Context: an optimization exercise on an open-source flow, tuned for small area and a short achievable clock period. The choices shown serve that exercise and are no tape-out recipe.
In this exercise RTL edits were held to simulation tests only and were not proved equivalent to the original.

## zinc
==> flow/design.v (excerpt) <==
module PE#(
    parameter d_width = 32,
    parameter a_width = 8,
    parameter iact_size =  5,
    parameter kernel_size = 3
)
(
    input start,
    input clk, rst_n,
    input [d_width -1 : 0] weight,
    input [d_width -1 : 0] iact,
    output reg load_weight,
    output reg load_iact,
    output reg done,
    output reg [d_width -1 : 0] pe_out
);
==> flow/config.mk <==
export PLATFORM = sky130hd
export DESIGN_NAME = PE
export DESIGN_NICKNAME = PE
export VERILOG_FILES = /design/flow/design.v
export SDC_FILE = /design/flow/constraint.sdc
export NUM_CORES = 4
export LEC_CHECK = 0
export CAP_MARGIN = 20
export CORE_MARGIN = 2
export CORE_UTILIZATION = 60
export CTS_BUF_LIST = sky130_fd_sc_hd__clkbuf_16
export CTS_CLUSTER_DIAMETER = 100
export CTS_CLUSTER_SIZE = 32
export PLACE_DENSITY_LB_ADDON = 0.2
export SLEW_MARGIN = 20
export TNS_END_PERCENT = 30
export BUFFER_PORTS_ARGS = -buffer_cell sky130_fd_sc_hd__buf_2
export SETUP_SLACK_MARGIN = 6.9
export SETUP_MOVE_SEQUENCE = sizeup,swap
==> flow/constraint.sdc <==
create_clock -name core_clock -period 10.0 [get_ports {clk}]
set_input_delay 2.0000 -clock core_clock [delete_from_list [all_inputs] [get_ports {clk}]]
set_output_delay 2.0000 -clock core_clock [all_outputs]
set_load 0.01 [all_outputs]
standard.sh (not shown) runs the stock make flow with config.mk's settings and CLKGATE_MAP_FILE= SYNTH_SCRIPT=/design/flow/synth_recipe.tcl, a recipe that flattens the netlist after the stock synthesis.
==> flow/flow/run.sh <==
#!/bin/bash
# Layout flow: the standard layout (standard.sh) with these changes:
#  - the port buffers are buf_2 cells instead of the cell buffer_ports picks;
#  - timing repair aims at 6.9 ns of setup slack at the 10 ns clock, and
#    may only resize cells and swap pins (no buffers, no cloning).
set -euo pipefail
cat >> config.mk <<'EOC'
export BUFFER_PORTS_ARGS = -buffer_cell sky130_fd_sc_hd__buf_2
export SETUP_SLACK_MARGIN = 6.9
export SETUP_MOVE_SEQUENCE = sizeup,swap
EOC
bash standard.sh > standard.log 2>&1
What fjord does differently from zinc at the input level:
- a deleted PLACE_DENSITY_LB_ADDON that had been 0.2
- a change of SETUP_SLACK_MARGIN from 6.9 to 6.95
==> flow/flow/run.sh <==
#!/bin/bash
# Layout flow: the standard layout (standard.sh) with these changes:
#  - the port buffers are buf_2 cells instead of the cell buffer_ports picks;
#  - timing repair aims at 6.95 ns of setup slack at the 10 ns clock, and
#    may only resize cells and swap pins (no buffers, no cloning).
set -euo pipefail
cat >> config.mk <<'EOC'
export BUFFER_PORTS_ARGS = -buffer_cell sky130_fd_sc_hd__buf_2
export SETUP_SLACK_MARGIN = 6.95
export SETUP_MOVE_SEQUENCE = sizeup,swap
EOC
bash standard.sh > standard.log 2>&1
--- outcome ---
- fjord went all the way through synthesis, placement and routing and the layout is clean on timing, DRC and antenna.
- Summary of fjord over zinc: routed wire length now sits higher, shortest clock period the worst path allows after layout closely matched the old numbers, total met2 wirelength after detailed routing climbed 360 um.
- | final design area excluding fillers | fjord vs zinc | worse |
- Comparing zinc with fjord, the maximum frequency came out essentially unchanged.
- Status: flip-flop and latch area parity (zinc, fjord)
- Density: fjord denser than zinc
- fjord reports a higher CTS buffer count than zinc does.
- The met3 track demand over resource in global routing in fjord was higher than what zinc gave.
### fjord -> nickel
- a change of CORE_UTILIZATION from 60 to 65
- a deleted TNS_END_PERCENT that had been 30
- a change of SETUP_SLACK_MARGIN from 6.95 to 6.9
==> flow/flow/run.sh <==
#!/bin/bash
# Layout flow: the standard layout (standard.sh) with these changes:
#  - the port buffers are buf_2 cells instead of the cell buffer_ports picks;
#  - timing repair aims at 6.9 ns of setup slack at the 10 ns clock, and
#    may only resize cells and swap pins (no buffers, no cloning).
set -euo pipefail
cat >> config.mk <<'EOC'
export BUFFER_PORTS_ARGS = -buffer_cell sky130_fd_sc_hd__buf_2
export SETUP_SLACK_MARGIN = 6.9
export SETUP_MOVE_SEQUENCE = sizeup,swap
EOC
bash standard.sh > standard.log 2>&1
- Going from fjord to nickel, layout overhead on the synthesized area fell 1.0 points, number of non-filler instances in the completed layout lower, delay contributed by the slowest stage of the critical path increased 0.02 ns, global placement routability congestion climbed 2.1%.
Modified inputs, ember compared to nickel
- setting TNS_END_PERCENT to 30 for the first time
==> notes.md <==
Area share of buffers outside the clock network in ember is 0.39 points lower than in nickel
Looking at summed area of non-filler cells in the final layout across ember and nickel, the one that comes out higher is nickel.
The run showing the greater routed wire length is nickel.
### ember -> amber
- CTS_CLUSTER_DIAMETER now 80, was 100
- CTS_CLUSTER_SIZE now 30, was 32
- CORE_UTILIZATION now 60, was 65
- TNS_END_PERCENT no longer set, was 30
[summary]
ember has a lower signed area change from the synthesized netlist to the final layout than amber. Sort ember and amber by global-route usage, ascending, and amber comes first. The total of cells resized after clock tree synthesis reported for amber is greater than that of ember by about 8%. Of ember and amber, the run reporting the lower layout buffer count excluding clock buffers was ember. Diff ember and amber: number of clock buffer instances in the layout higher in amber. Changes observed in amber relative to ember: detailed-route via count lost 215.

separate check: timing with driven ports:
No port has a modelled driver above. Below, the same layouts with a new extraction and two added sets of constraints. Step 1, drivers: a clkbuf_16 drives clk and a buf_2 each remaining input, both assumed. Step 2 also shifts input and output timing later by t, the mid clock arrival at the registers, as if the neighbouring blocks saw the same clock. Three values: no drivers, after step 1, after step 2; two values: the first two.
| run | shift t [ns] | setup WS [ns] | hold WS [ns] | worst setup path after step 2 |
|---|---|---|---|---|
| zinc | 0.619 | 6.845 / 6.785 / 6.750 | 0.322 / 0.322 / 0.322 | input to register |
| fjord | 0.623 | 6.843 / 6.786 / 6.727 | 0.320 / 0.320 / 0.320 | input to register |
| nickel | 0.613 | 6.817 / 6.759 / 6.654 | 0.304 / 0.304 / 0.304 | input to register |
| ember | 0.611 | 6.810 / 6.753 / 6.670 | 0.301 / 0.301 / 0.301 | input to register |
| amber | 0.650 | 6.824 / 6.764 / 6.834 | 0.324 / 0.324 / 0.324 | input to register |
After both steps setup and hold are still met in every run listed. The setup slack of nickel, which loses most, moves by -0.058 ns with the drivers and by -0.163 ns with both steps.
